This design comes from an exercise in tuning for a short achievable clock period and few clock cycles on the open sky130 flow, not from production work.
Function was checked by simulation only, so behaviour that the tests miss may differ from the original.
Power and IR drop assume default switching activity.

Setup of run 1:
Design top, start of the top module:
module top (
    input         clk,
    input         reset,
    output [31:0] PC,
    input  [31:0] Instr,
    output        MemWrite,
    output [31:0] DataAdr,
    output [31:0] WriteData,
    input  [31:0] ReadData
);
For scale: roughly 5600 cells after synthesis, about 50000 um^2 of cells after synthesis.
export LEC_CHECK = 0
export ABC_CLOCK_PERIOD_IN_PS = 1000
export CAP_MARGIN = 20
export CORE_MARGIN = 2
export CORE_UTILIZATION = 40
export PLACE_DENSITY = 0.6
export SETUP_SLACK_MARGIN = 5
export SLEW_MARGIN = 20
create_clock -name core_clock -period 11.0 [get_ports {clk}]
standard.sh (not shown) runs the stock make flow with config.mk's settings and CLKGATE_MAP_FILE= SYNTH_SCRIPT=/design/flow/synth_recipe.tcl, a recipe that flattens the netlist after the stock synthesis.
==> flow/flow/run.sh <==
#!/bin/bash
# Own flow: the standard layout (standard.sh) with these changes.
#  - Synthesis maps with a mapping-only ABC script (flow/abc_map.script) and
#    without the full/half adder cells, so the RTL's parallel-prefix adders
#    keep their depth. Registers are untouched by both changes.
#  - The standard synthesis runs first; its netlist gives the names of the
#    few registers that synthesis leaves unnamed (see flow/fast_synth.tcl).
#  - Ports are buffered with buf_4 rather than the smallest buffer (a delay
#    cell that resizing could not swap out), and resizing may swap a cell
#    for one of another footprint.
# Each step's full output: std_synth.log, run_make.log, and ORFS's own logs
# under orfs/logs.
set -uo pipefail
HERE=$(pwd)
MARGIN=${MARGIN:-8.0}
RES=orfs/results/${FLOW_PLATFORM:-sky130hd}/top/base
bash standard.sh synth > std_synth.log 2>&1 || { tail -20 std_synth.log; exit 1; }
cp $RES/1_2_yosys.v std_netlist.v
rm -rf orfs
export FAST_ABC_SCRIPT=$HERE/flow/abc_map.script
export STD_NETLIST=$HERE/std_netlist.v
bash standard.sh SYNTH_SCRIPT=$HERE/flow/fast_synth.tcl ADDER_MAP_FILE= \
    SETUP_SLACK_MARGIN=$MARGIN MATCH_CELL_FOOTPRINT=0 \
    "BUFFER_PORTS_ARGS=-buffer_cell sky130_fd_sc_hd__buf_4" finish > run_make.log 2>&1
st=$?
tail -20 run_make.log
exit $st
==> flow/flow/abc_map.script <==
strash
dch
map -D 1000
topo
buffer -p
upsize -D 1000
Other scripts of this flow, unchanged in this note and not shown: flow/flow/fast_synth.tcl
The flow did not stop early for run 1: all stages ran, and the layout cleared the timing, design-rule and antenna checks.
Testbench counts of run 1, summed over its fixed seeds: cycles 40,666.
What run 2 does differently from run 1 at the input level:
diff --git a/flow/flow/run.sh b/flow/flow/run.sh
--- a/flow/flow/run.sh
+++ b/flow/flow/run.sh
@@ -13,5 +13,5 @@
 set -uo pipefail
 HERE=$(pwd)
-MARGIN=${MARGIN:-8.0}
+MARGIN=${MARGIN:-7.6}
 RES=orfs/results/${FLOW_PLATFORM:-sky130hd}/top/base
 bash standard.sh synth > std_synth.log 2>&1 || { tail -20 std_synth.log; exit 1; }
==> flow/flow/abc_map.script <==
strash
dch
map -D 1000
topo
buffer -p
upsize -D 1000
dnsize -D 1000
### Flow results
Run 1 has a higher die outline area than run 2. Run 2 reports a lower total design power than run 1 does. Delta (run 2 minus run 1): pin count of the biggest net entering global routing climbed 6.9%; clock-buffer cell count climbed about 8%. Run 2 ended up with a lower combinational power share than run 1 did. Summary of run 2 over run 1: mux contribution to synthesized area shows no meaningful change; TritonCTS buffer count went up.
Here is what was changed in the inputs of run 3 compared with run 2.
- swapping 0.6 for 0.7 in PLACE_DENSITY
- swapping 40 for 55 in CORE_UTILIZATION
diff --git a/flow/flow/run.sh b/flow/flow/run.sh
--- a/flow/flow/run.sh
+++ b/flow/flow/run.sh
@@ -13,5 +13,5 @@
 set -uo pipefail
 HERE=$(pwd)
-MARGIN=${MARGIN:-7.6}
+MARGIN=${MARGIN:-7.9}
 RES=orfs/results/${FLOW_PLATFORM:-sky130hd}/top/base
 bash standard.sh synth > std_synth.log 2>&1 || { tail -20 std_synth.log; exit 1; }
==> flow/flow/abc_map.script <==
strash
dch
map -D 1000
topo
buffer -p
upsize -D 1000
Cell area after placement delta for run 3 relative to run 2: 160 um^2 higher
Diff run 2 and run 3: synthesized-area fraction occupied by ao, oa, aoi and oai cells higher in run 2
Lower non-clock buffer count in the final layout among run 2 and run 3: run 2
Run 3 gives less clock group share of total power than run 2 did.
Run 3 vs run 2, type of the worst setup path: reg -> reg vs reg -> out

* * *

Starting RTL as in the previous note.
export LEC_CHECK = 0
export ABC_CLOCK_PERIOD_IN_PS = 1000
export CAP_MARGIN = 20
export CORE_MARGIN = 2
export CORE_UTILIZATION = 40
export GPL_ROUTABILITY_DRIVEN = 0
export PLACE_DENSITY = 0.6
export SETUP_SLACK_MARGIN = 5
export SLEW_MARGIN = 20
create_clock -name core_clock -period 11.0 [get_ports {clk}]
==> flow/flow/run.sh <==
#!/bin/bash
# Own flow: the standard layout (standard.sh) with these changes.
#  - Synthesis maps with a mapping-only ABC script (flow/abc_map.script) and
#    without the full/half adder cells, so the RTL's parallel-prefix adders
#    keep their depth. Registers are untouched by both changes.
#  - The standard synthesis runs first; its netlist gives the names of the
#    few registers that synthesis leaves unnamed (see flow/fast_synth.tcl).
#  - Ports are buffered with buf_4 rather than the smallest buffer (a delay
#    cell that resizing could not swap out), and resizing may swap a cell
#    for one of another footprint.
# Each step's full output: std_synth.log, run_make.log, and ORFS's own logs
# under orfs/logs.
set -uo pipefail
HERE=$(pwd)
MARGIN=${MARGIN:-7.6}
RES=orfs/results/${FLOW_PLATFORM:-sky130hd}/top/base
bash standard.sh synth > std_synth.log 2>&1 || { tail -20 std_synth.log; exit 1; }
cp $RES/1_2_yosys.v std_netlist.v
rm -rf orfs
export FAST_ABC_SCRIPT=$HERE/flow/abc_map.script
export STD_NETLIST=$HERE/std_netlist.v
bash standard.sh SYNTH_SCRIPT=$HERE/flow/fast_synth.tcl ADDER_MAP_FILE= \
    SETUP_SLACK_MARGIN=$MARGIN MATCH_CELL_FOOTPRINT=0 \
    "BUFFER_PORTS_ARGS=-buffer_cell sky130_fd_sc_hd__buf_4" finish > run_make.log 2>&1
st=$?
tail -20 run_make.log
exit $st
Other scripts of this flow, unchanged in this note and not shown: flow/flow/abc_map.script, flow/flow/fast_synth.tcl
Testbench counts at the start, summed over its fixed seeds: cycles 40,666.
Then changed:
GPL_ROUTABILITY_DRIVEN = unset   (was 0)
What happened: Wire length grows by 5.6%. Maximum frequency grows by 1.6%. Power grows by 1.4%. Combinational power grows by about 2%. Die area does not change. Clock power grows by about 2%. Sequential power hardly moves. Non-clock buffer count grows by 9. Global-route usage grows by 2.3 points.

re-timing with driven ports:
In the flow no input, the clock included, has a driving cell. The finished layouts below were timed again as built, in two steps.
Step 1 sets driving cells, clkbuf_16 on the clock port and buf_2 on the other inputs (assumed; they add their load-dependent delay and slew).
Step 2 also shifts input and output timing later by t, the mid clock arrival at the registers, as if the neighbouring blocks saw the same clock.
Three values: no drivers, after step 1, after step 2; two values: the first two.
run | shift t [ns] | slack for setup (ns) | worst setup path at the end | worst register clock-pin slew, ns | worst data-port slew with drivers (ns)
run 1 | 0.768 | 7.422 / 7.348 / 6.699 | input to register | 0.08 / 0.08 | 0.19
run 2 | 0.772 | 7.428 / 7.356 / 6.745 | input to register | 0.07 / 0.07 | 0.07
run 3 | 0.766 | 7.417 / 7.417 / 6.796 | input to register | 0.07 / 0.07 | 0.08
the first run of note 2 | 0.779 | 7.429 / 7.425 / 6.696 | input to register | 0.07 / 0.07 | 0.07
the second run of note 2 | 0.781 | 7.486 / 7.408 / 6.777 | input to register | 0.07 / 0.07 | 0.08
After both steps setup and hold are still met in every run listed. The setup slack of the first run of note 2, which loses most, moves by -0.004 ns with the drivers and by -0.733 ns with both steps.
